This is an optimization exercise on Yosys and OpenROAD, whose aim is small area and a short achievable clock period, not a production implementation. Function was checked by simulation only, so behaviour that the tests miss may differ from the original. Power is estimated from default activity; no workload was simulated. The flow treats the clock pin as an ideal source, which a real chip does not have.

// wavegen_core
module wavegen_core(
	input         clk,
	input         rst_n,
	input  [7:0]  mode,
	input         flag_time,
	input         flag_val,
	input  [7:0]  channel,
	input  [31:0] data_time,
	input         data_val,
	input         trig,
	output [7:0]  waveform,
	output        trig_sync,
	output        armed,
	output [3:0]  state
);
reg                ModeIdle, ModePeriod, ModeArm, ModeToInit;
reg  [7:0]         SelWave, SelInit, SelVal;
reg                FlagTimeReady;
reg                FlagChValueReady;
reg  [31:0]        DataTime;
reg                DataChValue;
wire [7:0] ChDec = (channel[7:3] == 5'd0) ? (8'd1 << channel[2:0]) : 8'd0;
always @ (posedge clk or negedge rst_n) begin
	if (!rst_n) begin
		ModeIdle         <= 1'b1;
		ModePeriod       <= 1'b0;
		ModeArm          <= 1'b0;
		ModeToInit       <= 1'b0;
		SelWave          <= 8'h00;
		SelInit          <= 8'h00;
		SelVal           <= 8'h00;
		FlagTimeReady    <= 1'b0;
		FlagChValueReady <= 1'b0;
	end
	else begin
		ModeIdle         <= (mode == 8'h00);
		ModePeriod       <= (mode == 8'h01);
		ModeArm          <= (mode == 8'h80);
		ModeToInit       <= (mode == 8'h80) || (mode == 8'h81);
		SelWave          <= (mode == 8'h02) ? ChDec : 8'h00;
		SelInit          <= (mode == 8'h03) ? ChDec : 8'h00;
		SelVal           <= (mode == 8'h04) ? ChDec : 8'h00;
		FlagTimeReady    <= flag_time;
		FlagChValueReady <= flag_val;
	end
end
always @ (posedge clk) begin
	DataTime    <= data_time;
	DataChValue <= data_val;
end
SEQ_WAVE_GEN seq_wave_gen0(
	.iNRST             (rst_n),
	.iCLK              (clk),
	.iMODE_IDLE        (ModeIdle),
	.iMODE_PERIOD      (ModePeriod),
	.iMODE_ARM         (ModeArm),
	.iMODE_TO_INIT     (ModeToInit),
	.iSEL_WAVE         (SelWave),
	.iSEL_INIT         (SelInit),
	.iSEL_VAL          (SelVal),
	.iFLAG_TIME_PORT   (flag_time),
	.iFLAG_TIME_READY  (FlagTimeReady),
	.iFLAG_CH_VAL_READY(FlagChValueReady),
	.iDATA_TIME        (DataTime),
	.iDATA_CH_VAL      (DataChValue),
	.iTRIG             (trig),
	.oWAVEFORM         (waveform),
	.oTRIG_SYNC        (trig_sync),
	.oARMED            (armed),
	.oTEST             (state)
);
endmodule
make LEC_CHECK=0 CAP_MARGIN=30 CORE_MARGIN=2 CORE_UTILIZATION=64 CTS_CLUSTER_DIAMETER=90 CTS_CLUSTER_SIZE=26 PLACE_DENSITY=0.74 SETUP_SLACK_MARGIN=4.1 SLEW_MARGIN=45 finish   # period 7.0 ns
run.sh (not shown) runs the stock make flow with config.mk's settings and CLKGATE_MAP_FILE= SYNTH_SCRIPT=/design/flow/synth_recipe.tcl, a recipe that flattens the netlist after the stock synthesis.
Change:
==> flow/flow/run.sh (new file) <==
#!/bin/bash
# The standard layout (the standard.sh: standard synthesis, then ORFS to
# finish) with two changes made through ORFS's own variables:
#  - the port buffers are buf_4 cells instead of the smallest buffer ORFS
#    picks (a slow delay cell), so the port paths are not slowed down;
#  - CTS does not add dummy loads to the clock tree.
# The full output of the run goes to flow.log in this folder.
set -euo pipefail
export BUFFER_PORTS_ARGS="-buffer_cell sky130_fd_sc_hd__buf_4"
export CTS_ARGS="-sink_clustering_enable -repair_clock_nets -sink_clustering_size 30 -sink_clustering_max_diameter 100 -dont_use_dummy_load"
bash standard.sh > flow.log 2>&1
==> flow/standard.sh (new file) <==
#!/bin/bash
# synth_recipe.tcl (not shown) runs the flow's synth.tcl, then flattens the netlist and writes it again
# the make line also repeats each setting of config.mk as NAME=value (left out here)
make -C /OpenROAD-flow-scripts/flow DESIGN_CONFIG=/design/flow/config.mk WORK_HOME=/design/flow/orfs CLKGATE_MAP_FILE= SYNTH_SCRIPT=/design/flow/synth_recipe.tcl "${@:-finish}"
--- a/flow/config.mk
+++ b/flow/config.mk
@@ -10,4 +10,4 @@
 export CORE_UTILIZATION = 64
-export CTS_CLUSTER_DIAMETER = 90
-export CTS_CLUSTER_SIZE = 26
+export CTS_CLUSTER_DIAMETER = 100
+export CTS_CLUSTER_SIZE = 30
 export PLACE_DENSITY = 0.74
removed: flow/run.sh
Outcome: The changed run finished clean. Clock power came out lower by 8.3%. Setup slack improves by 110 ps. Utilization went down by 0.72 points. Die area stays the same. Wire length shrinks by 0.69%.

== before ==
wavegen_core, a different RTL version from the one above (not shown whole).
Size: ~8800 flip-flops, roughly 250000 sq um of cells after synthesis.
Settings: LEC_CHECK=0, CAP_MARGIN=30, CORE_MARGIN=2, CORE_UTILIZATION=64, CTS_CLUSTER_DIAMETER=90, CTS_CLUSTER_SIZE=26, PLACE_DENSITY=0.74, SETUP_SLACK_MARGIN=4.1, SLEW_MARGIN=45; clock period 7.0 ns.
standard.sh (not shown) runs the stock make flow with config.mk's settings and CLKGATE_MAP_FILE= SYNTH_SCRIPT=/design/flow/synth_recipe.tcl, a recipe that flattens the netlist after the stock synthesis.
==> flow/flow/run.sh <==
#!/bin/bash
# The standard layout (the standard.sh: standard synthesis, then ORFS to
# finish) with two changes made through ORFS's own variables:
#  - the port buffers are buf_4 cells instead of the smallest buffer ORFS
#    picks (a slow delay cell), so the port paths are not slowed down;
#  - CTS does not add dummy loads to the clock tree.
# The full output of the run goes to flow.log in this folder.
set -euo pipefail
export BUFFER_PORTS_ARGS="-buffer_cell sky130_fd_sc_hd__buf_4"
export CTS_ARGS="-sink_clustering_enable -repair_clock_nets -sink_clustering_size 26 -sink_clustering_max_diameter 90 -dont_use_dummy_load"
bash standard.sh > flow.log 2>&1
### before -> after
- CORE_UTILIZATION now 70, was 64
- PLACE_DENSITY now 0.8, was 0.74
--- outcome ---
- In after the number of cells on the worst reg-to-reg path turned out 6 lower than in before.
- ~same proportion of power drawn by combinational gates in after and before
- Measured against each other, after and before differ in global-route usage over all layers, the higher figure coming from after.
- Switching share of total power delta (after -> before): insignificant
- Diff before..after | net switching power of the design | negligible
- Taking before as the reference, in after data required time at the worst endpoint saw an increase; total power density per cell area saw little to no change; die extent in y saw a decrease; final design instance area without fill saw little to no change.
- Comparing after against before, there is no change at all in maximum clock path buffer count.
- Compared after vs before, and flip-flop and latch share of the layout cell area is up in after.

==> re-timing with driven ports <==
No port has a modelled driver above. Below, the same layouts with a new extraction and two added sets of constraints. Step 1 assumes that a clkbuf_16 drives the clock port and a buf_2 every other input. Step 2 adds t to the input delays and takes it off the output delays; t is the mean of the earliest and latest rising clock arrival at the registers after step 1. Input paths then give back, and output paths get back, about the clock's delay inside the block. a / b / c = ideal ports / drivers / drivers and shift; a / b = the first two.
| run | shift t [ns] | setup WS [ns] | hold slack, ns | worst setup path after step 2 | cell pins on the clock port's net |
|---|---|---|---|---|---|
| the first run of note 1 | 1.124 | 3.916 / 3.866 / 3.478 | 0.325 / 0.278 / 0.325 | input to register | 1 |
| the second run of note 1 | 1.091 | 4.027 / 3.911 / 3.733 | 0.303 / 0.303 / 0.303 | input to register | 1 |
| before | 1.103 | 3.807 / 3.751 / 2.774 | 0.278 / 0.218 / 0.307 | input to register | 1 |
| after | 1.123 | 3.949 / 3.884 / 2.896 | 0.305 / 0.288 / 0.305 | input to register | 1 |
After both steps every run listed still meets setup and hold. For after, which loses most, drivers alone change the setup slack by -0.065 ns; drivers and shift together by -1.053 ns.
